Context: an optimization exercise on an open-source flow, tuned for a short achievable clock period and few clock cycles. The choices shown serve that exercise and are no tape-out recipe. In this exercise RTL edits were held to simulation tests only and were not proved equivalent to the original. Power is estimated from default activity; no workload was simulated.

==> flow/flow/run.sh <==
#!/bin/bash
set -euo pipefail
MARGIN=$(cat flow/margin.txt)
sed -e "s|\"\${@:-finish}\"|SETUP_SLACK_MARGIN=${MARGIN} \"\${@:-finish}\"|" standard.sh > standard_margin.sh
bash standard_margin.sh > flow_make.log 2>&1
==> flow/flow/margin.txt <==
6
==> flow/standard.sh <==
#!/bin/bash
# synth_recipe.tcl (not shown) runs the flow's synth.tcl, then flattens the netlist and writes it again
# the make line also repeats each setting of config.mk as NAME=value (left out here)
make -C /OpenROAD-flow-scripts/flow DESIGN_CONFIG=/design/flow/config.mk WORK_HOME=/design/flow/orfs CLKGATE_MAP_FILE= SYNTH_SCRIPT=/design/flow/synth_recipe.tcl "${@:-finish}"
==> flow/config.mk <==
export PLATFORM = sky130hd
export DESIGN_NAME = rv32is
export DESIGN_NICKNAME = rv32is
export VERILOG_FILES = /design/flow/design.v
export SDC_FILE = /design/flow/constraint.sdc
export NUM_CORES = 4
export LEC_CHECK = 0
export CAP_MARGIN = 20
export CORE_MARGIN = 2
export CORE_UTILIZATION = 40
export SLEW_MARGIN = 20
export TNS_END_PERCENT = 100
==> flow/constraint.sdc <==
create_clock -name core_clock -period 9.0 [get_ports {clk}]
set_input_delay 1.8000 -clock core_clock [delete_from_list [all_inputs] [get_ports {clk}]]
set_output_delay 1.8000 -clock core_clock [all_outputs]
set_load 0.01 [all_outputs]
==> flow/design.v <==
module FA(
    output f,cout,
    input x,y,cin
);
    assign f= x ^ y ^ cin;
    assign cout= (x & y) | (x & cin) | (y & cin);
endmodule
/*verilator lint_off UNOPTFLAT*/
module CLU4(
    output [4:1] c,
    input [4:1] p,g,
    input c0
);
    assign c[1]=g[1] | (p[1] & c0);
    genvar i;
    generate
        for (i=2;i<=4;i=i+1) begin
            assign c[i]=g[i] | (p[i] & c[i-1]);
        end
    endgenerate
endmodule
/*verilator lint_off PINMISSING*/
/*verilator lint_off UNOPTFLAT*/
module CLA4(
    output [3:0] f,
    output cout,
    input [3:0] x,y,
    input cin
);
    wire [4:1] p,g;
    wire [4:1] c;
    assign p=x|y;
    assign g=x&y;
    CLU4 gen(
        .c0(cin),
        .p(p),
        .g(g),
        .c(c)
    );
    genvar i;
    FA adder(
        .x(x[0]),
        .y(y[0]),
        .cin(cin),
        .f(f[0])
    );
    generate
        for (i=1;i<=3;i=i+1) begin
            FA adder(
                .x(x[i]),
                .y(y[i]),
                .cin(c[i]),
                .f(f[i])
            );
        end
    endgenerate
    assign cout = c[4];
endmodule
/*verilator lint_off PINMISSING*/
module CLA8(
    output [7:0] f,
    output cout,
    input [7:0] x,y,
    input cin
);
    wire cin2;
    wire [3:0] p,g;
    assign p=x[3:0] | y[3:0];
    assign g=x[3:0] & y[3:0];
    assign cin2=g[3] | (p[3]&g[2]) | (p[3]&p[2]&g[1]) | (p[3]&p[2]&p[1]&g[0]) | (p[3]&p[2]&p[1]&p[0]&cin);
    CLA4 adder_low(
        .x(x[3:0]),
        .y(y[3:0]),
        .cin(cin),
        .f(f[3:0])
    );
    CLA4 adder_high(
        .x(x[7:4]),
        .y(y[7:4]),
        .cin(cin2),
        .f(f[7:4]),
        .cout(cout)
    );
endmodule
module Adder32(
    output [31:0] result,
    output cout,
    input [31:0] x,y,
    input sub
);
    parameter t=32;
    wire [3:0] Gg,Pg;
    wire [7:0] p[3:0],g[3:0];
    wire [4:0] c;
    wire [3:0] cout_temp;
    genvar i;
    generate
        for (i=0;i<=3;i=i+1) begin
            assign p[i]=x[i*8+7:i*8] | y[i*8+7:i*8];
            assign g[i]=x[i*8+7:i*8] & y[i*8+7:i*8];
            assign Pg[i] = (p[i]==8'hff ? 1 : 0);
            assign Gg[i] = g[i][7] | (p[i][7] & g[i][6]) | (p[i][7] & p[i][6] & g[i][5]) | (p[i][7] & p[i][6] & p[i][5] & g[i][4]) 
            | (p[i][7] & p[i][6] & p[i][5] & p[i][4] & g[i][3]) | (p[i][7] & p[i][6] & p[i][5] & p[i][4] & p[i][3] & g[i][2]) | 
            (p[i][7] & p[i][6] & p[i][5] & p[i][4] & p[i][3] & p[i][2] & g[i][1]) | (p[i][7] & p[i][6] & p[i][5] & p[i][4] & p[i][3] & p[i][2] & p[i][1] & p[i][0] & g[i][0]);
        end
    endgenerate
    CLU4 gen(
        .p(Pg),
        .g(Gg),
        .c0(sub),
        .c(c[4:1])
    );
    assign c[0]=sub;
    wire [7:0] ff[3:0];
    generate
        for (i=0;i<=3;i=i+1) begin
            CLA8 adder8(
                .x(x[i*8+7:i*8]),
                .y(y[i*8+7:i*8]),
                .cin(c[i]),
                .cout(cout_temp[i]),
                .f(ff[i])
            );
        end
    endgenerate
    assign result = {ff[3], ff[2], ff[1], ff[0]};
    assign cout = cout_temp[3];
endmodule
module Adder32_p(
    output [31:0] f,
    output OF,SF,CF,ZF,
    output cout,
    input [31:0] x,y,
    input sub
);
    wire [31:0] tmp;
    assign tmp = (sub ? ~y : y);
    Adder32 adder32(
        .x(x),
        .y(tmp),
        .sub(sub),
        .cout(cout),
        .result(f)
    );
    assign OF = (!x[31] & !tmp[31] & f[31]) | (x[31] & tmp[31] & !f[31]);
    assign SF = f[31];
    assign ZF = (f == 32'h00000000 ? 1 : 0);
    assign CF = cout ^ sub;
endmodule
module barrelshift(
    input [31:0] din,
    input [4:0] shamt,
    input AL,
    input LR,
    output reg [31:0] dout
);
    wire sgn; assign sgn = (AL == 1) ? din[31] : 0;
    integer i;
    always @(*) begin
        if (LR == 0) begin  
            for (i = 0; i <= 31; i = i + 1) begin
                if (i >= shamt) dout[i] = din[i - {27'b0, shamt}]; else dout[i] = 0;
            end
        end
        else begin  
            for (i = 0; i <= 31; i= i + 1) begin
                if (i >= 32 - {27'b0, shamt}) dout[i] = sgn; else dout[i] = din[i + {27'b0, shamt}];
            end
        end
    end
endmodule
module mux8(
    input [31:0] a0, a1, a2, a3, a4, a5, a6, a7,
    input [2:0] s,
    output reg [31:0] result
);
    always @(*) begin
        case (s)
            3'b000: result = a0;
            3'b001: result = a1;
            3'b010: result = a2;
            3'b011: result = a3;
            3'b100: result = a4;
            3'b101: result = a5;
            3'b110: result = a6;
            3'b111: result = a7;
        endcase 
    end
endmodule
/*verilator lint_off CASEINCOMPLETE*/
module ALU_signal(
    input [3:0] aluctr,
    output SUBctr,
    output SFTctr,
    output ALctr,
    output reg [2:0] OPctr,
    output SIGctr
);
    assign SUBctr = (aluctr == 4'b0000) ? 0 : 1;
    assign SFTctr = (aluctr == 4'b0001) ? 0 : 1;
    assign ALctr  = (aluctr == 4'b1101) ? 1 : 0;
    assign SIGctr = (aluctr == 4'b0011) ? 0 : 1;
    always @(*) begin
        case(aluctr)
            4'b0000: OPctr = 3'b000;
            4'b0001: OPctr = 3'b100;
            4'b0010: OPctr = 3'b110;
            4'b0011: OPctr = 3'b110;
            4'b0100: OPctr = 3'b011;
            4'b0101: OPctr = 3'b100;
            4'b0110: OPctr = 3'b010;
            4'b0111: OPctr = 3'b001;
            4'b1000: OPctr = 3'b000;
            4'b1101: OPctr = 3'b100;
            4'b1111: OPctr = 3'b101;
            default: OPctr = 3'b000;
        endcase
    end
endmodule
module ALU_RV32(
    input [31:0] da, db,
    input [3:0] aluctr,
    output zero,
    output [31:0] result
);
    wire SUBctr, SFTctr, ALctr, SIGctr; wire [2:0] OPctr;
    ALU_signal sig_generator(
        .aluctr(aluctr),
        .SUBctr(SUBctr),
        .SFTctr(SFTctr),
        .ALctr(ALctr),
        .OPctr(OPctr),
        .SIGctr(SIGctr)
    );
    wire CF, OF, SF, comF, cout;
    wire [31:0] input0, input1, input2, input3, input4, input5, input6, input7;
    Adder32_p adder (
        .sub(SUBctr),
        .x(da),
        .y(db),
        .OF(OF), .SF(SF), .CF(CF), .ZF(zero),
        .f(input0),
        .cout(cout)
    );
    assign input1 = da & db;
    assign input2 = da | db;
    assign input3 = da ^ db;
    barrelshift shift(
        .din(da),
        .shamt(db[4:0]),
        .AL(ALctr),
        .LR(SFTctr),
        .dout(input4)
    );
    assign input5 = db;
    assign comF = (SIGctr == 1) ? (OF ^ SF) : CF;
    assign input6 = (comF == 1) ? 32'h00000001 : 32'h00000000;
    assign input7 = 0;
    mux8 selector (
        .a0(input0), .a1(input1), .a2(input2), .a3(input3),
        .a4(input4), .a5(input5), .a6(input6), .a7(input7),
        .s(OPctr),
        .result(result)
    );
endmodule
/*verilator lint_off CASEINCOMPLETE*/
module CtrSignal(
    input [4:0] op,
    input [2:0] func3,
    input func7,
    input ban,
    output reg [2:0] ExtOp,
    output reg [2:0] Branch,
    output reg [1:0] ALUBSrc,
    output reg [3:0] ALUctr,
    output reg [2:0] MemOp,
    output reg RegWr, MemtoReg, ALUASrc, MemWr
);
    always @(*) begin
        if (ban) begin
            ExtOp = 3'b000;
            Branch = 3'b000;
            ALUBSrc = 2'b00;
            ALUctr = 4'b0000;
            MemOp = 3'b000;
            RegWr = 0;
            MemtoReg = 0;
            ALUASrc = 0;
            MemWr = 0;
        end
        else begin
            ExtOp = 3'b110;
            Branch = 3'b000;
            ALUBSrc = 2'b00;
            ALUctr = 4'b0000;
            MemOp = 3'b000;
            RegWr = 0;
            MemtoReg = 0;
            ALUASrc = 0;
            MemWr = 0;
            case (op)
                5'b01101: begin 
                    ExtOp = 3'b001; RegWr = 1; MemtoReg = 0; MemWr = 0; ALUASrc = 0; ALUBSrc = 2'b01; 
                    Branch = 3'b000; MemOp = 3'b000; ALUctr = 4'b1111;
                end
                5'b00101: begin 
                    ExtOp = 3'b001; RegWr = 1; MemtoReg = 0; MemWr = 0; ALUASrc = 1; ALUBSrc = 2'b01;
                    Branch = 3'b000; MemOp = 3'b000; ALUctr = 4'b0000;
                end
                5'b00100: begin 
                    ExtOp = 3'b000; RegWr = 1; MemtoReg = 0; MemWr = 0; ALUASrc = 0; ALUBSrc = 2'b01;
                    Branch = 3'b000; MemOp = 3'b000;
                    if (func3 != 3'b101) ALUctr = {1'b0, func3}; else ALUctr = {func7, func3};
                end
                5'b01100: begin
                    ExtOp = 3'b101; RegWr = 1; MemtoReg = 0; MemWr = 0; ALUASrc = 0; ALUBSrc = 2'b00;
                    Branch = 3'b000; MemOp = 3'b000; ALUctr = {func7, func3};
                end
                5'b11011: begin 
                    ExtOp = 3'b100; RegWr = 1; MemtoReg = 0; MemWr = 0; ALUASrc = 1; ALUBSrc = 2'b10;
                    Branch = 3'b001; MemOp = 3'b000; ALUctr = 4'b0000;
                end
                5'b11001: begin
                    ExtOp = 3'b000; RegWr = 1; MemtoReg = 0; MemWr = 0; ALUASrc = 1; ALUBSrc = 2'b10;
                    Branch = 3'b010; MemOp = 3'b000; ALUctr = 4'b0000;
                end
                5'b11000: begin
                    ExtOp = 3'b011; RegWr = 0; MemtoReg = 0; MemWr = 0; ALUASrc = 0; ALUBSrc = 2'b00;
                    case (func3)
                        3'b000: Branch = 3'b100;
                        3'b001: Branch = 3'b101;
                        3'b100: Branch = 3'b110;
                        3'b101: Branch = 3'b111;
                        3'b110: Branch = 3'b110;
                        3'b111: Branch = 3'b111;
                    endcase
                    MemOp = 3'b000;
                    if (func3 == 3'b110 || func3 == 3'b111) ALUctr = 4'b0011; else ALUctr = 4'b0010;
                end
                5'b00000: begin
                    ExtOp = 3'b000; RegWr = 1; MemtoReg = 1; MemWr = 0; ALUASrc = 0; ALUBSrc = 2'b01;
                    Branch = 3'b000;
                    case (func3)
                        3'b000: MemOp = 3'b001;
                        3'b001: MemOp = 3'b010;
                        3'b010: MemOp = 3'b000;
                        3'b100: MemOp = 3'b101;
                        3'b101: MemOp = 3'b110;
                    endcase
                    ALUctr = 4'b0000;
                end
                5'b01000: begin
                    ExtOp = 3'b010; RegWr = 0; MemtoReg = 0; MemWr = 1; ALUASrc = 0; ALUBSrc = 2'b01;
                    Branch = 3'b000;
                    case (func3)
                        3'b000: MemOp = 3'b001;
                        3'b001: MemOp = 3'b010;
                        3'b010: MemOp = 3'b000;
                    endcase
                    ALUctr = 4'b0000;
                end
            endcase
        end
    end
endmodule
module InstrToImm(
	input [31:0] instr,
    input [2:0] ExtOp,
    output reg [31:0] imm,
    output reg reada,
    output reg readb,
    output reg protect
);
	always @(*) begin
		case(ExtOp)
			0: begin  
				imm = {{20{instr[31]}}, instr[31:20]};                               
				reada = 1; readb = 0; protect = 1;
			end
			1: begin  
				imm = {instr[31:12], 12'b0};
				reada = 0; readb = 0; protect = 1;
			end
			2: begin  
				imm = {{20{instr[31]}}, instr[31:25], instr[11:7]};                  
				reada = 1; readb = 1; protect = 0;
			end
			3: begin  
				imm = {{20{instr[31]}}, instr[7], instr[30:25], instr[11:8],1'b0};   
				reada = 1; readb = 1; protect = 0;
			end
			4: begin  
				imm = {{12{instr[31]}}, instr[19:12], instr[20], instr[30:21],1'b0}; 
				reada = 0; readb = 0; protect = 0;
			end
			5: begin  
				imm = 0;
				reada = 1; readb = 1; protect = 1;
			end
			default: begin
				imm = 0;
				reada = 0; readb = 0; protect = 0;
			end
		endcase
	end
endmodule
module Regfiles(
    input clk, flush,
    input reada, readb,
    input [4:0] ra,
    input [4:0] rb,
    input we,
    input [4:0] rw,
    input [31:0] busw,
    input protect,
    input [4:0] protectw,
    output reg [31:0] busa,
    output reg [31:0] busb,
    output reg conflict,
    output [31:0] x0 , x1 , x2 , x3 , x4 , x5 , x6 ,  x7,
    output [31:0] x8 , x9 , x10, x11, x12, x13, x14, x15,
    output [31:0] x16, x17, x18, x19, x20, x21, x22, x23,
    output [31:0] x24, x25, x26, x27, x28, x29, x30, x31
);
    reg [31:0] registers[31:0]; integer i;
    reg reg_status[31:0];
    always @(*) begin
        busa = (ra == 5'b00000) ? 32'h00000000 : registers[ra];
        busb = (rb == 5'b00000) ? 32'h00000000 : registers[rb];
    end
    wire write;
    assign write = (we == 1'b1 && rw != 5'b00000);
    always @(posedge clk) begin
        if (write) begin registers[rw] <= busw; reg_status[rw] <= 0; end
        if (flush) begin
            for (i = 0; i <= 31; i = i + 1)
                if (!(write && rw == i[4:0])) reg_status[i] <= 0;
            conflict <= 0;
        end
        else begin
            if (protect && ((!reada || reg_status[ra] == 0) && (!readb || reg_status[rb] == 0)) && reg_status[protectw] == 0 && (!write || (write && protectw != rw)) && protectw != 0) begin
                reg_status[protectw] <= 1;
            end
            conflict <= ((reada && reg_status[ra] == 1) || (readb && reg_status[rb] == 1) || (protect && protectw != 0 && reg_status[protectw] == 1)) ? 1 : 0;
        end
    end
    assign x0 = 32'h00000000; assign x1 = registers[1]; assign x2 = registers[2]; assign x3 = registers[3];
    assign x4 = registers[4]; assign x5 = registers[5]; assign x6 = registers[6]; assign x7 = registers[7];
    assign x8 = registers[8]; assign x9 = registers[9]; assign x10 = registers[10]; assign x11 = registers[11];
    assign x12 = registers[12]; assign x13 = registers[13]; assign x14 = registers[14]; assign x15 = registers[15];
    assign x16 = registers[16]; assign x17 = registers[17]; assign x18 = registers[18]; assign x19 = registers[19];
    assign x20 = registers[20]; assign x21 = registers[21]; assign x22 = registers[22]; assign x23 = registers[23];
    assign x24 = registers[24]; assign x25 = registers[25]; assign x26 = registers[26]; assign x27 = registers[27];
    assign x28 = registers[28]; assign x29 = registers[29]; assign x30 = registers[30]; assign x31 = registers[31];
endmodule
module IF(
    input clk, rst, flush, block,
    input [31:0] inputPC,
    output [31:0] imemaddr,
    input [31:0] imemdataout,
    output [31:0] currentPC,
    output [31:0] snPC,
    output [31:0] currentInstr,
    input in_valid,
    input out_ready,
    output out_valid,
    output in_ready
);
    reg [31:0] PC;
    reg reg_valid_r;
    wire cout, receive_flag, send_flag;
    always @(negedge clk) begin
        reg_valid_r <= 1;
        if (receive_flag) begin
            PC <= inputPC;
        end
    end
    Adder32 snpc_gen (
        .sub(0),
        .x(PC), .y(32'h00000004),
        .result(snPC),
        .cout(cout)
    );
    assign imemaddr = PC;
    assign currentPC = PC;
    assign currentInstr = imemdataout;
    assign send_flag = out_valid & out_ready;
    assign receive_flag = in_valid & in_ready;
    assign out_valid = reg_valid_r & (~block) & (~flush) & (~rst);
    assign in_ready = 1;
endmodule
module ID(
    input clk, flush, block,
    input [31:0] in_instr,
    input [31:0] in_PC,
    input in_RegWr,
    input [31:0] in_busw,
    input [4:0] in_rw,
    output [31:0] currentPC,
    output [31:0] imm,
    output [2:0] Branch,
    output [1:0] ALUBSrc,
    output [3:0] ALUctr,
    output [2:0] MemOp,
    output RegWr, MemtoReg, ALUASrc, MemWr,
    output [31:0] busa, busb,
    output [4:0] rw,
    output blk,
    output done,
    output [31:0] reg00,
    output [31:0] reg01,
    output [31:0] reg02,
    output [31:0] reg03,
    output [31:0] reg04,
    output [31:0] reg05,
    output [31:0] reg06,
    output [31:0] reg07,
    output [31:0] reg08,
    output [31:0] reg09,
    output [31:0] reg10,
    output [31:0] reg11,
    output [31:0] reg12,
    output [31:0] reg13,
    output [31:0] reg14,
    output [31:0] reg15,
    output [31:0] reg16,
    output [31:0] reg17,
    output [31:0] reg18,
    output [31:0] reg19,
    output [31:0] reg20,
    output [31:0] reg21,
    output [31:0] reg22,
    output [31:0] reg23,
    output [31:0] reg24,
    output [31:0] reg25,
    output [31:0] reg26,
    output [31:0] reg27,
    output [31:0] reg28,
    output [31:0] reg29,
    output [31:0] reg30,
    output [31:0] reg31,
    input in_valid,
    input out_ready,
    output out_valid,
    output in_ready
);
    reg reg_valid_r;
    reg [31:0] reg_instr, reg_PC;
    wire receive_flag, send_flag;
    always @(negedge clk) begin
        if (flush) reg_valid_r <= 0;
        else reg_valid_r <= (receive_flag || (reg_valid_r && !send_flag)) ? 1 : 0;
        if (receive_flag) begin
            reg_instr   <= in_instr;
            reg_PC      <= in_PC;
        end
    end
    wire [2:0] ExtOp;
    wire reada, readb, protect;
    CtrSignal CtrSignal(
        .op(reg_instr[6:2]),
        .func3(reg_instr[14:12]),
        .func7(reg_instr[30]),
		.ban(flush),
        .ExtOp(ExtOp),
        .Branch(Branch),
        .ALUBSrc(ALUBSrc),
        .ALUctr(ALUctr),
        .RegWr(RegWr),
        .MemtoReg(MemtoReg),
        .MemOp(MemOp),
        .ALUASrc(ALUASrc),
        .MemWr(MemWr)
    );
    InstrToImm InstrToImm(
        .instr(reg_instr),
        .ExtOp(ExtOp),
        .imm(imm),
        .reada(reada),
        .readb(readb),
        .protect(protect)
    );
    Regfiles Regfiles(
        .clk(clk), .flush(flush),
        .reada(reada), .readb(readb),
        .ra(reg_instr[19:15]),
        .rb(reg_instr[24:20]),
        .we(in_RegWr),
        .busw(in_busw),
        .rw(in_rw),
        .protect(protect & reg_valid_r),
        .protectw(reg_instr[11:7]),
        .busa(busa), .busb(busb),
        .conflict(blk),
        .x0(reg00),
        .x1(reg01),
        .x2(reg02),
        .x3(reg03),
        .x4(reg04),
        .x5(reg05),
        .x6(reg06),
        .x7(reg07),
        .x8(reg08),
        .x9(reg09),
        .x10(reg10),
        .x11(reg11),
        .x12(reg12),
        .x13(reg13),
        .x14(reg14),
        .x15(reg15),
        .x16(reg16),
        .x17(reg17),
        .x18(reg18),
        .x19(reg19),
        .x20(reg20),
        .x21(reg21),
        .x22(reg22),
        .x23(reg23),
        .x24(reg24),
        .x25(reg25),
        .x26(reg26),
        .x27(reg27),
        .x28(reg28),
        .x29(reg29),
        .x30(reg30),
        .x31(reg31)
    );
    assign currentPC = reg_PC;
    assign rw = reg_instr[11:7];
    assign done = (reg_instr == 32'hdead10cc) ? 1 : 0;
    assign send_flag = out_valid & out_ready;
    assign receive_flag = in_valid & in_ready;
    assign out_valid = reg_valid_r & (~block) & (~flush);
    assign in_ready = !reg_valid_r || (reg_valid_r && send_flag);
endmodule
module EX (
    input clk, flush,
    input [31:0] in_busa, in_busb,
    input [4:0] in_rw,
    input [31:0] in_PC,
    input [31:0] in_imm,
    input [2:0] in_Branch,
    input [1:0] in_ALUBSrc,
    input [3:0] in_ALUctr,
    input [2:0] in_MemOp,
    input in_RegWr, in_MemtoReg, in_ALUASrc, in_MemWr,
    input in_done,
    output zero,
    output [31:0] result,
    output [31:0] currentPC,
    output [31:0] imm,
    output [31:0] busa, busb,
    output [4:0] rw,
    output [2:0] Branch,
    output [2:0] MemOp,
    output RegWr, MemtoReg, MemWr,
    output done,
    input in_valid,
    input out_ready,
    output out_valid,
    output in_ready
);
    reg reg_valid_r;
    reg [31:0] reg_PC, reg_imm, reg_busa, reg_busb;
    reg [4:0] reg_rw;
    reg [2:0] reg_Branch;
    reg [1:0] reg_ALUBSrc;
    reg [3:0] reg_ALUctr;
    reg [2:0] reg_MemOp;
    reg reg_RegWr, reg_MemtoReg, reg_ALUASrc, reg_MemWr;
    reg reg_done;
    wire receive_flag, send_flag;
    always @(negedge clk) begin
        if (flush) reg_valid_r <= 0;
        else reg_valid_r <= (receive_flag || (reg_valid_r && !send_flag)) ? 1 : 0;
        if (receive_flag) begin
            reg_PC          <= in_PC;
            reg_imm         <= in_imm;
            reg_busa        <= in_busa;
            reg_busb        <= in_busb;
            reg_rw          <= in_rw;
            reg_Branch      <= in_Branch;
            reg_ALUBSrc     <= in_ALUBSrc;
            reg_ALUctr      <= in_ALUctr;
            reg_MemOp       <= in_MemOp;
            reg_RegWr       <= in_RegWr;
            reg_MemtoReg    <= in_MemtoReg;
            reg_ALUASrc     <= in_ALUASrc;
            reg_MemWr       <= in_MemWr;
            reg_done        <= in_done;
        end
    end
    wire [31:0] ALUa, ALUb;
    assign ALUa = (reg_ALUASrc == 1 ? reg_PC : reg_busa);
    assign ALUb = (reg_ALUBSrc == 2'b00) ? reg_busb : ((reg_ALUBSrc == 2'b01) ? reg_imm : 32'h00000004);
    ALU_RV32 ALU(
        .da(ALUa),
        .db(ALUb),
        .aluctr(reg_ALUctr),
        .result(result),
        .zero(zero)
    );
    assign currentPC = reg_PC;
    assign Branch = reg_Branch;
    assign MemOp = reg_MemOp;
    assign RegWr = reg_RegWr;
    assign MemtoReg = reg_MemtoReg;
    assign MemWr = reg_MemWr;
    assign imm = reg_imm;
    assign busa = reg_busa;
    assign busb = reg_busb;
    assign rw = reg_rw;
    assign done = reg_done;
    assign send_flag = out_valid & out_ready;
    assign receive_flag = in_valid & in_ready;
    assign out_valid = reg_valid_r & (~flush);
    assign in_ready = !reg_valid_r || (reg_valid_r && send_flag);
endmodule
/*verilator lint_off CASEINCOMPLETE*/
module JumpCtr(
    input [2:0] Branch,
    input result0,
    input zero,
    output reg NxtASrc,
    output reg NxtBSrc
);
    always@(*)
        case(Branch)
            3'b000: begin NxtASrc = 0; NxtBSrc = 0; end
            3'b001: begin NxtASrc = 0; NxtBSrc = 1; end
            3'b010: begin NxtASrc = 1; NxtBSrc = 1; end
            3'b100: begin NxtASrc = 0; NxtBSrc = zero; end
            3'b101: begin NxtASrc = 0; NxtBSrc = ~zero; end
            3'b110: begin NxtASrc = 0; NxtBSrc = result0; end
            3'b111: begin NxtASrc = 0; NxtBSrc = zero | (~result0); end
            default: begin NxtASrc = 0; NxtBSrc = 0; end
       endcase
endmodule
/*verilator lint_off PINMISSING*/
module NextAddr(
    input zero,
    input rst,
    input result0,
    input [2:0] Branch,
    input [31:0] imm,
    input [31:0] currentPC,
    input [31:0] busa,
    output [31:0] nextPC
);
    wire NxtASrc, NxtBSrc;
    JumpCtr jumper (
        .zero(zero),
        .result0(result0),
        .Branch(Branch),
        .NxtASrc(NxtASrc),
        .NxtBSrc(NxtBSrc)
    );
    wire [31:0] da, db;
    assign db = (NxtBSrc == 1) ? imm : 32'h00000004;
    assign da = (NxtASrc == 1) ? busa : currentPC;
    Adder32_p adder_jump (
        .x(da),
        .y(db),
        .sub(1'b0),
        .f(nextPC)
    );
endmodule
module M(
    input clk,
    input rst,
    output reg flush,
    input MemWr,
    input [2:0] MemOp,
    input [2:0] Branch,
    input done, 
    input zero,
    input [31:0] Di,
    input [31:0] ALUout,
    input [31:0] imm,
    input [31:0] currentPC,
    input [31:0] busa,
    input MemtoReg,
    input RegWr,
    input [4:0] Rd,
    output reg MemtoReg_o,
    output reg RegWr_o,
    output reg [4:0] Rd_o,
    output reg [31:0] ALUout_o,
	output reg [2:0] Branch_o,
	output reg zero_o,
    output reg done_o,
    output reg [31:0] PC_o,
	output [31:0] dmemaddr,
	input [31:0] dmemdataout,
	output [31:0] dmemdatain,
	output [2:0] dmemop,
	output dmemwe,
    output [31:0] Do,
    input in_valid,
    input out_ready,
    output in_ready,
    output out_valid,
    output [31:0] nextPC
);
    reg reg_valid_r;
    wire send_flag, receive_flag;
    assign send_flag = out_valid & out_ready;
    assign receive_flag = in_valid & in_ready;
    assign out_valid = reg_valid_r & (~rst);
    assign in_ready = !reg_valid_r || (reg_valid_r && send_flag);
    reg we;
    reg [2:0] MemOp_i;
    reg [31:0] Di_i;
    reg [2:0] Branch_i;
    reg [31:0] addr;
    reg zero_i;
    reg [31:0] imm_i;
    reg [31:0] currentPC_i;
    reg [31:0] busa_i;
    always@(negedge clk) begin
        if (rst) reg_valid_r <= 0;
        else reg_valid_r <= (receive_flag || (reg_valid_r && !send_flag)) ? 1 : 0;
        if (receive_flag) begin
            reg_valid_r <= 1'b1;
            MemtoReg_o <= MemtoReg;
            RegWr_o <= RegWr;
            Rd_o <= Rd;
            ALUout_o <= ALUout;
			Branch_o <= Branch;
            we <= MemWr;
            MemOp_i <= MemOp;
            Di_i <= Di;
            Branch_i <= Branch;
            addr <= ALUout;
            zero_i <= zero;
			zero_o <= zero;
            imm_i <= imm;
            currentPC_i <= currentPC;
            busa_i <= busa;
            done_o <= done;
            PC_o <= currentPC;
        end
        else Branch_o <= 0;
        if (rst) begin
            addr <= 32'h00000000;
            MemOp_i <= 3'b000;
        end
        flush <= (receive_flag && Branch != 3'b0) ? 1 : 0;
    end
	assign dmemaddr = addr;
	assign Do = dmemdataout;
	assign dmemdatain = Di_i;
	assign dmemop = MemOp_i;
	assign dmemwe = we & reg_valid_r;
    wire result0 = addr[0];
    NextAddr NextAddr (
		.zero(zero_i),
		.rst(flush),
		.result0(result0),
		.Branch(Branch_i),
		.imm(imm_i),
		.currentPC(currentPC_i),
		.busa(busa_i),
		.nextPC(nextPC)
	);
endmodule
module WB(
    input clk, rst, flush,
    input MemtoReg,
    input RegWr,
    input done,
    input [4:0] Rd,
    input [31:0] Do,
    input [31:0] ALUout,
    input [31:0] currentPC,
    output reg [31:0] Di,
    output reg WE,
    output reg [4:0] Rw,
    output reg wb,
    output reg done_o,
    output reg [31:0] PC_o,
    input in_valid,
    output in_ready
);
    reg reg_valid_r;
    wire receive_flag, send_flag;
    assign send_flag = 1;
    assign receive_flag = in_valid & in_ready;
    assign in_ready = 1'b1;
    always @(negedge clk) begin
        if (rst) reg_valid_r <= 1'b0;
        else reg_valid_r <= (receive_flag || (reg_valid_r && !send_flag)) ? 1 : 0;
        if (receive_flag) begin
            reg_valid_r <= 1'b1;
            Di <= (MemtoReg) ? Do : ALUout;
            WE <= RegWr & (~done);
            Rw <= Rd;
            wb <= 1'b1;
            done_o <= done;
            PC_o <= currentPC;
        end
        else begin
            WE <= 1'b0;
            wb <= 1'b0;
        end
    end
endmodule
module rv32is(
    input 	clk,
	input 	rst,
	output [31:0] imemaddr,
	input  [31:0] imemdataout,
	output [31:0] dmemaddr,
	input  [31:0] dmemdataout,
	output [31:0] dmemdatain,
	output [2:0] dmemop,
	output	dmemwe,
	output reg [31:0] dbg_pc,
	output reg done,
	output reg wb,
	output [31:0] reg00, reg01, reg02, reg03, reg04, reg05, reg06, reg07,
				  reg08, reg09, reg10, reg11, reg12, reg13, reg14, reg15,
				  reg16, reg17, reg18, reg19, reg20, reg21, reg22, reg23,
				  reg24, reg25, reg26, reg27, reg28, reg29, reg30, reg31
);
    reg [31:0] rf [1:31];
    reg [31:0] fa;          
    reg [31:0] bpc;         
    reg        bvalid;      
    reg        dspec;       
    reg        bpred;       
    reg        btb_v;
    reg [31:0] btb_pc, btb_tgt;
    reg        e_valid;
    reg [31:0] e_a, e_b, e_imm, e_target, e_pc, e_pcp4, e_eval;
    reg [2:0]  e_f3;
    reg        e_alt;                  
    reg        k_fb;                   
    reg        k_brr;                  
    reg        k_jalr, k_jale;         
    reg        k_bp;                   
    reg        e_back;                 
    reg        e_ld, e_st, e_link, e_halt, e_wen, e_early;
    reg [4:0]  e_rd;
    reg [2:0]  e_mop;
    reg        m_valid, m_wen, m_ld, m_we, m_halt;
    reg [4:0]  m_rd;
    reg [31:0] m_result, m_addr, m_sdata, m_pc;
    reg [2:0]  m_mop;
    reg        w_valid, w_wen, w_ld, w_halt;
    reg [4:0]  w_rd;
    reg [31:0] w_result, w_pc;
    wire [31:0] d_ins = imemdataout;
    wire [31:0] d_pc  = bpc;
    wire        d_valid = bvalid;
    wire        d_free  = ~dspec;                  
    wire [6:0]  d_opc = d_ins[6:0];
    wire [4:0]  d_rd  = d_ins[11:7];
    wire [2:0]  d_f3  = d_ins[14:12];
    wire [4:0]  d_rs1 = d_ins[19:15];
    wire [4:0]  d_rs2 = d_ins[24:20];
    wire op_lui   = d_opc == 7'b0110111;
    wire op_auipc = d_opc == 7'b0010111;
    wire op_jal   = d_opc == 7'b1101111;
    wire op_jalr  = d_opc == 7'b1100111;
    wire op_br    = d_opc == 7'b1100011;
    wire op_ld    = d_opc == 7'b0000011;
    wire op_st    = d_opc == 7'b0100011;
    wire op_alui  = d_opc == 7'b0010011;
    wire op_alur  = d_opc == 7'b0110011;
    wire op_halt  = d_ins == 32'hdead10cc;
    wire use1 = op_jalr | op_br | op_ld | op_st | op_alui | op_alur;
    wire use2 = op_br | op_st | op_alur;
    wire d_wen = (op_lui | op_auipc | op_jal | op_jalr | op_ld | op_alui | op_alur) & (d_rd != 5'd0);
    wire [31:0] immI = {{20{d_ins[31]}}, d_ins[31:20]};
    wire [31:0] immS = {{20{d_ins[31]}}, d_ins[31:25], d_ins[11:7]};
    wire [31:0] immB = {{20{d_ins[31]}}, d_ins[7], d_ins[30:25], d_ins[11:8], 1'b0};
    wire [31:0] immJ = {{12{d_ins[31]}}, d_ins[19:12], d_ins[20], d_ins[30:21], 1'b0};
    wire [31:0] immU = {d_ins[31:12], 12'b0};
    wire triv     = op_jal ? (immJ == 32'd4) : (immB == 32'd4);
    wire [31:0] d_target = d_pc + (op_jal ? immJ : op_br ? immB : immU);
    wire        j_early  = (d_rs1 == 5'd0) | (e_valid & e_wen & e_early & (e_rd == d_rs1));
    wire [31:0] j_base   = (d_rs1 == 5'd0) ? 32'd0 : e_eval;
    wire [31:0] j_target = j_base + immI;
    wire [31:0] A = e_a;
    wire [31:0] B = e_b;
    wire [31:0] agu = A + e_imm;
    wire        eq  = A == B;
    wire        ltu = A < B;
    wire        lt  = (A[31] ^ B[31]) ? A[31] : ltu;
    wire signed [31:0] As = A;
    wire [31:0] sra = As >>> B[4:0];
    reg taken;
    always @(*) begin
        case (e_f3)
            3'b000: taken = eq;
            3'b001: taken = ~eq;
            3'b100: taken = lt;
            3'b101: taken = ~lt;
            3'b110: taken = ltu;
            default: taken = ~ltu;
        endcase
    end
    reg [31:0] alu;
    always @(*) begin
        case (e_f3)
            3'b000: alu = e_alt ? (A - B) : (A + B);
            3'b001: alu = A << B[4:0];
            3'b010: alu = {31'd0, lt};
            3'b011: alu = {31'd0, ltu};
            3'b100: alu = A ^ B;
            3'b101: alu = e_alt ? sra : (A >> B[4:0]);
            3'b110: alu = A | B;
            default: alu = A & B;
        endcase
    end
    wire [31:0] e_res = e_link ? e_pcp4 : alu;
    wire [31:0] w_wdata = w_ld ? dmemdataout : w_result;
    wire e_hit1 = e_valid & e_wen & (e_rd == d_rs1);
    wire e_hit2 = e_valid & e_wen & (e_rd == d_rs2);
    wire m_hit1 = m_valid & m_wen & (m_rd == d_rs1);
    wire m_hit2 = m_valid & m_wen & (m_rd == d_rs2);
    wire w_hit1 = w_valid & w_wen & (w_rd == d_rs1);
    wire w_hit2 = w_valid & w_wen & (w_rd == d_rs2);
    wire [31:0] rf1 = (d_rs1 == 5'd0) ? 32'd0 : rf[d_rs1];
    wire [31:0] rf2 = (d_rs2 == 5'd0) ? 32'd0 : rf[d_rs2];
    wire [31:0] rv1 = e_hit1 ? e_res : m_hit1 ? m_result : w_hit1 ? w_wdata : rf1;
    wire [31:0] rv2 = e_hit2 ? e_res : m_hit2 ? m_result : w_hit2 ? w_wdata : rf2;
    wire stall = d_valid & ((use1 & ((e_hit1 & e_ld) | (m_hit1 & m_ld))) |
                            (use2 & ((e_hit2 & e_ld) | (m_hit2 & m_ld))));
    wire d_jal = d_valid & op_jal & ~triv & d_free;               
    wire d_jr  = d_valid & op_jalr & j_early & d_free;            
    wire d_bp  = d_valid & op_br  & ~triv & d_free & bpred;       
    wire d_fb  = d_valid & op_br  & ~triv & d_free & ~bpred;      
    wire kill_nt = k_jalr | k_jale;                      
    wire kill_t  = kill_nt | k_brr | k_fb;               
    wire        bhit   = btb_v & (btb_pc == fa);
    wire [31:0] fa_seq = bhit ? btb_tgt : fa + 32'd4;
    wire [31:0] bpc4   = bpc + 32'd4;
    reg [31:0] fa_d; reg bv_d, ds_d, bp_d;
    always @(*) begin
        ds_d = 1'b0; bp_d = 1'b0;
        if (stall)      begin fa_d = bpc;                      bv_d = 1'b0; end
        else if (d_jal) begin fa_d = d_target;                 bv_d = 1'b0; end
        else if (d_jr)  begin fa_d = {j_target[31:1], 1'b0};   bv_d = 1'b0; end
        else if (d_fb)  begin fa_d = d_target;                 bv_d = 1'b1; ds_d = 1'b1; end
        else            begin fa_d = fa_seq;                   bv_d = 1'b1; bp_d = bhit; end
    end
    wire [31:0] fa_e = k_jalr ? {agu[31:1], 1'b0} : e_target;    
    wire [31:0] fa_t = (kill_nt | k_brr) ? fa_e : k_fb ? fa_seq : fa_d;
    wire        bv_t = (kill_nt | k_brr) ? 1'b0 : k_fb ? 1'b1 : bv_d;
    wire        ds_t = kill_t ? 1'b0 : ds_d;
    wire        bp_t = (kill_nt | k_brr) ? 1'b0 : k_fb ? bhit : bp_d;
    wire [31:0] fa_nt = kill_nt ? fa_e : k_fb ? (stall ? bpc : bpc4) : k_bp ? e_pcp4 : fa_d;
    wire        bv_nt = (kill_nt | k_fb | k_bp) ? 1'b0 : bv_d;
    wire        ds_nt = (kill_nt | k_fb | k_bp) ? 1'b0 : ds_d;
    wire        bp_nt = (kill_nt | k_fb | k_bp) ? 1'b0 : bp_d;
    wire [31:0] fa_n   = taken ? fa_t : fa_nt;
    wire        bv_n   = taken ? bv_t : bv_nt;
    wire        ds_n   = taken ? ds_t : ds_nt;
    wire        bp_n   = taken ? bp_t : bp_nt;
    wire        killd  = taken ? kill_t : (kill_nt | k_bp);
    wire        go     = d_valid & ~stall & ~killd;       
    assign imemaddr = fa;
    assign dmemaddr   = m_addr;
    assign dmemop     = m_mop;
    assign dmemdatain = m_sdata;
    assign dmemwe     = m_we;
    always @(posedge clk) begin
        if (rst) begin
            fa     <= 32'h80000000;
            bvalid <= 1'b0;
            dspec  <= 1'b0;
            bpred  <= 1'b0;
            btb_v  <= 1'b0;
        end else begin
            bpred  <= bp_n;
            if ((k_fb | k_brr) & taken & e_back) begin
                btb_v   <= 1'b1;
                btb_pc  <= e_pc;
                btb_tgt <= e_target;
            end
            fa     <= fa_n;
            bvalid <= bv_n;
            dspec  <= ds_n;
        end
        bpc <= fa;
    end
    always @(posedge clk) begin
        if (rst) begin
            e_valid <= 1'b0;
            k_fb    <= 1'b0;
            k_brr   <= 1'b0;
            k_jalr  <= 1'b0;
            k_jale  <= 1'b0;
            k_bp    <= 1'b0;
        end else begin
            k_bp    <= go & d_bp;
            e_valid <= go;
            k_fb    <= go & d_fb;
            k_brr   <= go & op_br & ~triv & ~d_free;
            k_jalr  <= go & op_jalr & ~d_jr;
            k_jale  <= go & op_jal & ~triv & ~d_free;
        end
        e_pc    <= d_pc;
        e_pcp4  <= d_pc + 32'd4;
        e_a     <= op_lui ? 32'd0 : (op_auipc ? d_pc : rv1);
        e_b     <= use2 ? rv2 : ((op_lui | op_auipc) ? immU : immI);
        e_imm   <= op_st ? immS : immI;
        e_target <= d_target;
        e_f3    <= (op_alui | op_alur | op_br) ? d_f3 : 3'b000;
        e_alt   <= (op_alur & d_ins[30] & (d_f3 == 3'b000 || d_f3 == 3'b101)) |
                   (op_alui & d_ins[30] & (d_f3 == 3'b101));
        e_ld    <= op_ld;
        e_st    <= op_st;
        e_link  <= op_jal | op_jalr;
        e_halt  <= op_halt;
        e_wen   <= d_wen;
        e_rd    <= d_rd;
        e_mop   <= {op_ld & d_f3[2], (d_f3[1:0] == 2'b01), (d_f3[1:0] == 2'b00)};
        e_early <= op_lui | op_auipc;
        e_eval  <= op_lui ? immU : d_target;
        e_back  <= immB[31];
    end
    always @(posedge clk) begin
        if (rst) begin
            m_valid <= 1'b0;
            m_we    <= 1'b0;
            m_addr  <= 32'd0;
            m_mop   <= 3'b000;
        end else begin
            m_valid <= e_valid;
            m_we    <= e_valid & e_st;
            m_addr  <= agu;
            m_mop   <= e_mop;
        end
        m_wen    <= e_wen;
        m_ld     <= e_ld;
        m_rd     <= e_rd;
        m_halt   <= e_halt;
        m_pc     <= e_pc;
        m_result <= e_res;
        m_sdata  <= B;
    end
    always @(posedge clk) begin
        if (rst) w_valid <= 1'b0;
        else     w_valid <= m_valid;
        w_wen    <= m_wen;
        w_ld     <= m_ld;
        w_rd     <= m_rd;
        w_halt   <= m_halt;
        w_pc     <= m_pc;
        w_result <= m_result;
    end
    always @(posedge clk) begin
        if (w_valid & w_wen) rf[w_rd] <= w_wdata;
    end
    always @(posedge clk) begin
        if (rst) wb <= 1'b0;
        else     wb <= w_valid;
        dbg_pc <= w_pc;
        done   <= w_halt;
    end
    assign reg00 = 32'd0;
    assign reg01 = rf[1];  assign reg02 = rf[2];  assign reg03 = rf[3];
    assign reg04 = rf[4];  assign reg05 = rf[5];  assign reg06 = rf[6];  assign reg07 = rf[7];
    assign reg08 = rf[8];  assign reg09 = rf[9];  assign reg10 = rf[10]; assign reg11 = rf[11];
    assign reg12 = rf[12]; assign reg13 = rf[13]; assign reg14 = rf[14]; assign reg15 = rf[15];
    assign reg16 = rf[16]; assign reg17 = rf[17]; assign reg18 = rf[18]; assign reg19 = rf[19];
    assign reg20 = rf[20]; assign reg21 = rf[21]; assign reg22 = rf[22]; assign reg23 = rf[23];
    assign reg24 = rf[24]; assign reg25 = rf[25]; assign reg26 = rf[26]; assign reg27 = rf[27];
    assign reg28 = rf[28]; assign reg29 = rf[29]; assign reg30 = rf[30]; assign reg31 = rf[31];
endmodule
==> results of run 1 <==
## layer usage
| layer | part of all wire | GRT usage |
|---|---|---|
| met1 | 0.33 | 0.5437 |
| met2 | 0.42 | 0.6677 |
| met3 | 0.14 | 0.1694 |
| met4 | 0.11 | 0.3685 |
| met5 | 0.00042 | 0.0006588 |
## flip-flops by register name, indices dropped and copies added, names as in the netlist, 30 cells and up
name / flops
e_a: 32
btb_pc: 31
w_pc: 32
m_addr: 32
m_sdata: 32
m_result: 32
m_pc: 32
e_b: 32
bpc: 32
rf: 1024
e_pc: 30
btb_tgt: 32
fa: 32
e_eval: 32
w_result: 32
e_pcp4: 32
e_target: 31
dbg_pc: 32
## final cells by class
class / instances / area [sq um] / area share
clock buffer: 232 / 5044 / 0.03922
inverter: 210 / 844.6 / 0.006568
timing repair inverter: 2 / 17.52 / 0.0001362
timing repair buffer: 3076 / 29000 / 0.2255
multi-input combinational: 4245 / 45070 / 0.3505
antenna: 36 / 90.09 / 0.0007006
clock inverter: 106 / 1171 / 0.009107
sequential: 1628 / 43830 / 0.3409
tap: 2821 / 3530 / 0.02745
## kinds of logic after synthesis
family,count (synthesis),synth area share
compound gates,1356,0.1044
xor+xnor,228,0.02349
fa+ha+maj,198,0.02959
buf+inv,710,0.03349
flops,1628,0.5115
mux,920,0.2126
other cells,1,0.00004412
simple gates,1501,0.08492
## cell usage in the layout (no fill, tap or decap), types with 179 or more instances in the layout
cell type	instances
clkbuf_16	210
a21oi_1	248
buf_6	848
o21ai_0	179
dfxtp_1	395
mux4_2	702
nor2_1	363
nand2_1	350
edfxtp_1	1087
buf_4	1510
buf_2	441
## per-stage QoR
step	util	power [uW]	hold slack, ps	area [sq um]	worst slack (ps)
finish	0.6075	24110	314.3	128600	4359
global route	0.6074	24520	317.0	128600	4316
CTS	0.5701	23200	314.4	120700	4467
detailed placement	0.4764	14360	312.1	100800	2337
global placement	0.4764	14320	310.5	100800	2439
floorplan	-	12180	309.6	87080	3613
## critical path, stage by stage
cell	delay [ps]
buf_16	120
or3_4	460
or2_4	360
and2_1	200
ha_2	330
a21o_1	250
o21bai_1	180
a21o_1	210
a211oi_2	250
o21bai_2	140
a31o_2	250
mux2i_2	180
a221oi_2	230
buf_4	160
o21bai_1	50
a32o_1	220
## how the worst min path moves through the flow
stage / start / end / slack, ps
6_report: m_pc[0] / w_pc[0] / 310
5_1_grt: m_pc[1] / w_pc[1] / 320
4_1_cts: m_pc[0] / w_pc[0] / 310
3_5_place_dp: w_pc[11] / dbg_pc[11] / 310
3_3_place_gp: w_pc[17] / dbg_pc[17] / 310
2_1_floorplan: w_pc[0] / dbg_pc[0] / 310
## what timing repair did
item / in CTS / in global routing
hold buffers: 0 / 0
pin swaps: 232 / 246
endpoints found under the setup margin: 1676 / 1420
resized for setup: 6946 / 745
setup buffers: 1115 / 509
cloned: 77 / 23
## power breakdown
group	internal, uW	leakage (uW)	switching [uW]	total, uW
Clock	4380	0.00302	3480	7860
Sequential	8960	0.0143	442	9400
Combinational	2670	0.0329	4190	6850
==> results.yml, run 1 <==
worst_setup_path:
  crit_arrival_ps: 5390
  cp-startpoint: "imemdataout[16]"
  end_kind: "flip-flop"
  critPathMaxFanout: 8
  cp.required_ps: 9750
  reg2reg_from: "e_b[18]"
  crit_type: "in2reg"
  rr_worst_depth: 14
  timing.rr.end: "fa[26]"
  r2r_slack_ps: 4810
  critPathLaunchType: "input pin"
  crit_end: "fa[28]"
die:
  die_area_sq_um: 216200
  rows: 169
  die-width_um: 465.0
  dieHeight_um: 465.0
  core_sq_um: 211700
  start_util: 0.4016
  num_io_pins: 1224
global_route:
  grt_max_degree: 61
  grt_overflow: 0
  grtUsageTotal: 0.4582
  grt_pass1_wl_um: 672400
  antenna_found_initial: 53
  grt_pass1_vias: 75010
min_path:
  hp-class: "reg2reg"
  min_delay_path_depth: 0
logic_synthesis:
  synthFlopType: "edfxtp_1"
  ys_warn_count: 1
  syn_area_sq_um: 85000
  yosys.area.top_type: "edfxtp_1"
  synth-seq-cells: 1628
  synthTopCellsByArea: "edfxtp_1 (38%), mux4_2 (19%), dfxtp_1 (13%)"
  synth.top_cells.by_count: "edfxtp_1 (1,087), mux4_2 (702), dfxtp_1 (541)"
  syn_avg_cell_area_sq_um: 12.99
  synth.top_cell.area_share: 0.3840
  synth-edff-count: 1087
  syn_inst: 6542
  ys_seq_area_frac: 0.5115
  yosysUniqueCellTypes: 96
  async_flop_share: 0
  synth.most_common_cell: "edfxtp_1"
placed_design:
  dp_cells: 10260
  gp_congestion: 1.064
  place_hpwl_um: 343500
  io_buffers: 1191
timing:
  drv_slew: 0
  period_share: 0.5156
  finalWorstPathRequiredPeriod_ps: 4641
  worst_pin_slew_ps: 1299
  finalSetupViolCount: 0
  setup_tns_ps: 0
  rsz0062_at_grt: "yes"
  max_freq_ghz: 0.2155
  slew_headroom: 0.1325
  hold_viol: 0
  finalClockSkew_ps: 97.12
finish:
  nFillCells: 16600
  instances_no_fill: 12360
  drive_above_1_share: 0.5375
  nets: 9609
  area_delta_synth_final_pct: 51.29
clock_tree:
  htreeDepth: 4
  cts.sinks: 1628
  clk_pin_slew_ps: 60
  clock-root-buffer: "clkbuf_16"
  cts_buffers: 182
  cts.path.max_buffers: 3
  clk_latency_ps: 900
  cts_tree: "yes"
route:
  ant_nets: 0
  wl_per_cell_um: 42.11
  vias: 81230
  drc: 0
  drt-initial-drc-count: 12260
  totalWireLength_um: 520300
  viasPerCell: 6.574
  dr.pass1.iters: 7
power_and_ir_drop:
  vdd_drop_max_mv: 0.2324
  power_leakage_uw: 0.05019
  p_per_area_nw_per_um2: 187.5
flow_run:
  maxCapViolCount: 0
status:
  outcome: "no timing/DRC/antenna violations"
Testbench counts, summed over its fixed seeds: cycles 28,977.
==> run 2: changes to the inputs <==
--- a/flow/design.v
+++ b/flow/design.v
@@ -933,6 +933,8 @@
     reg [31:0] btb_pc, btb_tgt;
+    reg        bi_v;                
+    reg [31:0] bi_pc, bi_tgt;
     reg        e_valid;
     reg [31:0] e_a, e_b, e_imm, e_target, e_pc, e_pcp4, e_eval;
-    reg [2:0]  e_f3;
-    reg        e_alt;                  
+    reg        s_add, s_sub, s_sll, s_slt, s_sltu, s_xor, s_srl, s_sra, s_or, s_and;
+    reg        c_eq, c_ne, c_lt, c_ge, c_ltu, c_geu;
     reg        k_fb;                   
@@ -980,6 +982,18 @@
     wire triv     = op_jal ? (immJ == 32'd4) : (immB == 32'd4);
-    wire [31:0] d_target = d_pc + (op_jal ? immJ : op_br ? immB : immU);
-    wire        j_early  = (d_rs1 == 5'd0) | (e_valid & e_wen & e_early & (e_rd == d_rs1));
-    wire [31:0] j_base   = (d_rs1 == 5'd0) ? 32'd0 : e_eval;
-    wire [31:0] j_target = j_base + immI;
+    wire [19:0] pc_hi   = d_pc[31:12];
+    wire [19:0] pc_hip  = d_pc[31:12] + 20'd1;
+    wire [19:0] pc_him  = d_pc[31:12] - 20'd1;
+    wire [12:0] tb_lo   = {1'b0, d_pc[11:0]} + {1'b0, immB[11:0]};
+    wire [31:0] tgtB    = {immB[31] ? (tb_lo[12] ? pc_hi : pc_him) : (tb_lo[12] ? pc_hip : pc_hi), tb_lo[11:0]};
+    wire [11:0] pc_hjp  = d_pc[31:20] + 12'd1;
+    wire [11:0] pc_hjm  = d_pc[31:20] - 12'd1;
+    wire [20:0] tj_lo   = {1'b0, d_pc[19:0]} + {1'b0, immJ[19:0]};
+    wire [31:0] tgtJ    = {immJ[31] ? (tj_lo[20] ? d_pc[31:20] : pc_hjm) : (tj_lo[20] ? pc_hjp : d_pc[31:20]), tj_lo[19:0]};
+    wire [31:0] tgtU    = {d_pc[31:12] + d_ins[31:12], d_pc[11:0]};
+    wire [31:0] d_target = op_jal ? tgtJ : tgtB;
+    wire        j_early  = e_valid & e_wen & e_early & (e_rd == d_rs1);
+    wire [19:0] ev_hip   = e_eval[31:12] + 20'd1;
+    wire [19:0] ev_him   = e_eval[31:12] - 20'd1;
+    wire [12:0] tr_lo    = {1'b0, e_eval[11:0]} + {1'b0, immI[11:0]};
+    wire [31:0] j_target = {immI[31] ? (tr_lo[12] ? e_eval[31:12] : ev_him) : (tr_lo[12] ? ev_hip : e_eval[31:12]), tr_lo[11:0]};
     wire [31:0] A = e_a;
@@ -992,27 +1006,15 @@
     wire [31:0] sra = As >>> B[4:0];
-    reg taken;
-    always @(*) begin
-        case (e_f3)
-            3'b000: taken = eq;
-            3'b001: taken = ~eq;
-            3'b100: taken = lt;
-            3'b101: taken = ~lt;
-            3'b110: taken = ltu;
-            default: taken = ~ltu;
-        endcase
-    end
-    reg [31:0] alu;
-    always @(*) begin
-        case (e_f3)
-            3'b000: alu = e_alt ? (A - B) : (A + B);
-            3'b001: alu = A << B[4:0];
-            3'b010: alu = {31'd0, lt};
-            3'b011: alu = {31'd0, ltu};
-            3'b100: alu = A ^ B;
-            3'b101: alu = e_alt ? sra : (A >> B[4:0]);
-            3'b110: alu = A | B;
-            default: alu = A & B;
-        endcase
-    end
-    wire [31:0] e_res = e_link ? e_pcp4 : alu;
+    wire taken = (c_eq & eq) | (c_ne & ~eq) | (c_lt & lt) | (c_ge & ~lt) |
+                 (c_ltu & ltu) | (c_geu & ~ltu);
+    wire [31:0] e_res = ({32{s_add}}  & (A + B)) |
+                        ({32{s_sub}}  & (A - B)) |
+                        ({32{s_sll}}  & (A << B[4:0])) |
+                        ({32{s_slt}}  & {31'd0, lt}) |
+                        ({32{s_sltu}} & {31'd0, ltu}) |
+                        ({32{s_xor}}  & (A ^ B)) |
+                        ({32{s_srl}}  & (A >> B[4:0])) |
+                        ({32{s_sra}}  & sra) |
+                        ({32{s_or}}   & (A | B)) |
+                        ({32{s_and}}  & (A & B)) |
+                        ({32{e_link}} & e_pcp4);
     wire [31:0] w_wdata = w_ld ? dmemdataout : w_result;
@@ -1026,4 +1028,6 @@
     wire [31:0] rf2 = (d_rs2 == 5'd0) ? 32'd0 : rf[d_rs2];
-    wire [31:0] rv1 = e_hit1 ? e_res : m_hit1 ? m_result : w_hit1 ? w_wdata : rf1;
-    wire [31:0] rv2 = e_hit2 ? e_res : m_hit2 ? m_result : w_hit2 ? w_wdata : rf2;
+    wire [31:0] ro1 = m_hit1 ? m_result : w_hit1 ? w_wdata : rf1;
+    wire [31:0] ro2 = m_hit2 ? m_result : w_hit2 ? w_wdata : rf2;
+    wire [31:0] a_other = op_lui ? 32'd0 : (op_auipc ? d_pc : ro1);
+    wire [31:0] b_other = use2 ? ro2 : ((op_lui | op_auipc) ? immU : immI);
     wire stall = d_valid & ((use1 & ((e_hit1 & e_ld) | (m_hit1 & m_ld))) |
@@ -1043,5 +1047,5 @@
         if (stall)      begin fa_d = bpc;                      bv_d = 1'b0; end
-        else if (d_jal) begin fa_d = d_target;                 bv_d = 1'b0; end
+        else if (d_jal) begin fa_d = tgtJ;                     bv_d = 1'b0; end
         else if (d_jr)  begin fa_d = {j_target[31:1], 1'b0};   bv_d = 1'b0; end
-        else if (d_fb)  begin fa_d = d_target;                 bv_d = 1'b1; ds_d = 1'b1; end
+        else if (d_fb)  begin fa_d = tgtB;                     bv_d = 1'b1; ds_d = 1'b1; end
         else            begin fa_d = fa_seq;                   bv_d = 1'b1; bp_d = bhit; end
@@ -1075,8 +1079,10 @@
             btb_v  <= 1'b0;
+            bi_v   <= 1'b0;
         end else begin
             bpred  <= bp_n;
-            if ((k_fb | k_brr) & taken & e_back) begin
+            bi_v   <= (k_fb | k_brr) & taken & e_back;
+            if (bi_v) begin
                 btb_v   <= 1'b1;
-                btb_pc  <= e_pc;
-                btb_tgt <= e_target;
+                btb_pc  <= bi_pc;
+                btb_tgt <= bi_tgt;
             end
@@ -1087,2 +1093,4 @@
         bpc <= fa;
+        bi_pc  <= e_pc;
+        bi_tgt <= e_target;
     end
@@ -1106,9 +1114,22 @@
         e_pcp4  <= d_pc + 32'd4;
-        e_a     <= op_lui ? 32'd0 : (op_auipc ? d_pc : rv1);
-        e_b     <= use2 ? rv2 : ((op_lui | op_auipc) ? immU : immI);
+        e_a     <= (use1 & e_hit1) ? e_res : a_other;
+        e_b     <= (use2 & e_hit2) ? e_res : b_other;
         e_imm   <= op_st ? immS : immI;
         e_target <= d_target;
-        e_f3    <= (op_alui | op_alur | op_br) ? d_f3 : 3'b000;
-        e_alt   <= (op_alur & d_ins[30] & (d_f3 == 3'b000 || d_f3 == 3'b101)) |
-                   (op_alui & d_ins[30] & (d_f3 == 3'b101));
+        s_add   <= op_lui | op_auipc | ((op_alui | op_alur) & (d_f3 == 3'b000) & ~(op_alur & d_ins[30]));
+        s_sub   <= op_alur & (d_f3 == 3'b000) & d_ins[30];
+        s_sll   <= (op_alui | op_alur) & (d_f3 == 3'b001);
+        s_slt   <= (op_alui | op_alur) & (d_f3 == 3'b010);
+        s_sltu  <= (op_alui | op_alur) & (d_f3 == 3'b011);
+        s_xor   <= (op_alui | op_alur) & (d_f3 == 3'b100);
+        s_srl   <= (op_alui | op_alur) & (d_f3 == 3'b101) & ~d_ins[30];
+        s_sra   <= (op_alui | op_alur) & (d_f3 == 3'b101) & d_ins[30];
+        s_or    <= (op_alui | op_alur) & (d_f3 == 3'b110);
+        s_and   <= (op_alui | op_alur) & (d_f3 == 3'b111);
+        c_eq    <= op_br & (d_f3 == 3'b000);
+        c_ne    <= op_br & (d_f3 == 3'b001);
+        c_lt    <= op_br & (d_f3 == 3'b100);
+        c_ge    <= op_br & (d_f3 == 3'b101);
+        c_ltu   <= op_br & (d_f3 == 3'b110);
+        c_geu   <= op_br & (d_f3 == 3'b111);
         e_ld    <= op_ld;
@@ -1121,3 +1142,3 @@
         e_early <= op_lui | op_auipc;
-        e_eval  <= op_lui ? immU : d_target;
+        e_eval  <= op_lui ? immU : tgtU;
         e_back  <= immB[31];
==> flow/flow/run.sh (replaced) <==
#!/bin/bash
set -euo pipefail
export SETUP_SLACK_MARGIN=$(cat flow/margin.txt)
export BUFFER_PORTS_ARGS="-buffer_cell sky130_fd_sc_hd__buf_4"
bash standard.sh > flow_make.log 2>&1
==> run 2 against run 1 <==
- fmax is 13% higher
- sequential share of layout area fell by 0.78 points
- largest cell class unchanged
- synthesized area is 0.91% higher
- cell area increased by 4.5%
- sequential power decreased by 6.2%
- still clean
- count of clock-buffer cells in the layout grew 26
==> results.yml, run 2 <==
route:
  dr.pass1.iters: 10
  highest_layer: "met5"
  drt-initial-drc-count: 14740
  wl_met1_um: 182900
  ant_nets: 0
  viasPerCell: 6.761
  drc: 0
  vias: 85830
  met3_length_um: 89040
  met2_wirelength_um: 224900
  totalWireLength_um: 563200
  wl_per_cell_um: 44.36
die:
  die_area_sq_um: 218200
  core_sq_um: 212700
  num_io_pins: 1224
  dieHeight_um: 467.1
  die-width_um: 467.1
  rows: 169
  start_util: 0.4032
logic_synthesis:
  synth-seq-cells: 1672
  yosys.area.top_type: "edfxtp_1"
  yosysUniqueCellTypes: 99
  syn_avg_cell_area_sq_um: 12.75
  ys_seq_area_frac: 0.5171
  synth.top_cells.by_count: "edfxtp_1 (1,087), mux4_2 (598), dfxtp_1 (585)"
  synth.top_cell.area_share: 0.3806
  synthTopCellsByArea: "edfxtp_1 (38%), mux4_2 (16%), dfxtp_1 (14%)"
  ys_warn_count: 1
  syn_inst: 6726
  synth-edff-count: 1087
  async_flop_share: 0
  synth.most_common_cell: "edfxtp_1"
  synthFlopType: "edfxtp_1"
  syn_area_sq_um: 85770
timing:
  max_freq_ghz: 0.2434
  hold_viol: 0
  drv_slew: 0
  slew_headroom: 0.1192
  setup_tns_ps: 0
  finalWorstPathRequiredPeriod_ps: 4108
  rsz0062_at_grt: "yes"
  finalSetupViolCount: 0
  period_share: 0.4564
  finalWorstSetupSlack_ps: 4892
  worst_pin_slew_ps: 1317
  finalClockSkew_ps: 63.40
power_and_ir_drop:
  p_int_uw: 14940
  p_per_area_nw_per_um2: 159.5
  p_sw_uw: 6496
  power_leakage_uw: 0.05257
  p_comb_frac: 0.211
  p_clk_frac: 0.378
  vdd_drop_max_mv: 0.2292
  seqPwrFrac: 0.411
  swShare: 0.3031
clock_tree:
  cts_hold_buf: 0
  cts.path.max_buffers: 3
  cts_tree: "yes"
  cts.sinks: 1672
  cts_buffers: 184
  clk_latency_ps: 900
  htreeDepth: 4
  clock-root-buffer: "clkbuf_16"
  clk_pin_slew_ps: 60
placed_design:
  gp_congestion: 1.034
  dp_slack_ps: 2695
  place_hpwl_um: 365300
  io_buffers: 1191
worst_setup_path:
  cp.required_ps: 9820
  crit_type: "in2reg"
  crit_arrival_ps: 4920
  critPathMaxFanout: 10
  critPathLaunchType: "input pin"
  end_kind: "flip-flop"
flow_run:
  maxCapViolCount: 0
min_path:
  hp-class: "reg2reg"
global_route:
  grt_overflow: 0
  grt_max_degree: 53
  grt_pass1_wl_um: 721600
  grt_pass1_vias: 77990
  antenna_found_initial: 76
  grtUsageTotal: 0.4917
finish:
  largest_reg_flops: 1024
  final_cell_mix: "buf_4 (1,686), buf_6 (1,276), edfxtp_1 (1,087)"
  regMostFlops: "rf"
  area_delta_synth_final_pct: 56.63
  nFillCells: 16080
  drive_above_1_share: 0.5363
  final_common_cell: "buf_4"
  nets: 9940
status:
  outcome: "no timing/DRC/antenna violations"
run 2: cell types whose count changed after synthesis, sizes merged, moves of 26 or more:
cell and change:
xnor2 +72, dfxtp +44, mux2i +63, and2 -27, a221oi +46, buf +35
o211ai +37, a21o -43, o21ai -26, a211oi +43, mux4 -104
run 2: kinds of logic after synthesis:
logic type	count (synthesis)	share of synthesized area
flip-flops	1672	0.5171
AND/OR/NAND/NOR	1490	0.08305
AO/OA/AOI/OAI	1477	0.1161
multiplexers	883	0.1913
buffers and inverters	728	0.03501
XOR/XNOR	286	0.02920
adder cells (fa/ha/maj)	189	0.02818
other	1	0.00004372
run 2: what timing repair did:
item / in CTS / in global routing
endpoints found under the hold margin: 0 / 0
cloned: 88 / 9
pin swaps: 344 / 334
endpoints found under the setup margin: 1840 / 1593
setup buffers: 1238 / 556
resized for setup: 2382 / 474
run 2: layer usage:
metal,up-vias,GRT usage
li1,32240,-
met1,42550,0.5804
met2,8508,0.6807
met3,2506,0.2163
met4,36,0.4223
met5,-,0
run 2: layout make-up:
cell class	instances	area, sq um	area share
timing repair inverter	1	8.758	0.00006520
clock inverter	83	1040	0.007740
clock buffer	258	5305	0.03949
inverter	206	860.8	0.006408
sequential	1672	44750	0.3331
multi-input combinational	4369	45040	0.3353
tap	2821	3530	0.02627
timing repair buffer	3251	33720	0.2510
antenna	34	85.08	0.0006333
run 2: worst max-delay path: stages:
cell and delay [ps]:
buf_12 160, ha_2 350, and4_4 240, a221oi_4 300, nand2_4 170, a21o_4 260
mux2i_1 180, xor2_1 370, nor2_2 130, o31ai_2 300, o21ai_1 120, a221o_1 400
a21oi_2 100
run 2: power groups by stage:
stage	clock network (uW)	logic (uW)	registers (uW)
final	8090	4520	8820
after global routing	8340	4570	8820
after CTS	8020	4010	8790
after detailed placement	0	3080	8970
after global placement	0	3060	8970
after floorplan	0	1890	8830
run 2: final timing paths:
check / from / to / depth (start not counted) / slack (ps)
worst min-delay path: w_pc[30] / dbg_pc[30] / 0 / 320
worst min register to register: w_pc[30] / dbg_pc[30] / 0 / 320
worst max register to register: e_a[20] / fa[19] / 16 / 4980
worst max-delay path: imemdataout[30] / fa[25] / 13 / 4890
run 2: stage by stage:
stage / util / power [uW] / cells / area (sq um) / hold slack (ps)
finish: 0.6315 / 21430 / 12700 / 134300 / 322.0
global route: 0.6313 / 21730 / 12680 / 134300 / 323.4
CTS: 0.5998 / 20830 / 12090 / 127600 / 322.3
detailed placement: 0.4659 / 12050 / 10430 / 99120 / 312.1
global placement: 0.4658 / 12030 / 10430 / 99090 / 311.4
floorplan: - / 10720 / 6757 / 88120 / 309.6
Testbench counts of run 2, summed over its fixed seeds: cycles 28,977.

==> separate check: timing with driven ports <==
In the flow no input, the clock included, has a driving cell. The finished layouts below were timed again as built, in two steps. Step 1 assumes that a clkbuf_16 drives the clock port and a buf_2 every other input. Step 2 adds t to the input delays and takes it off the output delays; t is the mean of the earliest and latest rising clock arrival at the registers after step 1. Input paths then give back, and output paths get back, about the clock's delay inside the block. Slacks: ideal ports / drivers / drivers and shift; pairs: ideal ports / drivers.
run | shift t [ns] | slack for setup (ns) | cell pins on the clock port's net
run 1 | 0.968 | 4.359 / 4.204 / 3.236 | 1
run 2 | 0.978 | 4.892 / 4.588 / 3.611 | 1
After both steps every run listed still meets setup and hold. For run 2, which loses most, drivers alone change the setup slack by -0.304 ns; drivers and shift together by -1.281 ns.
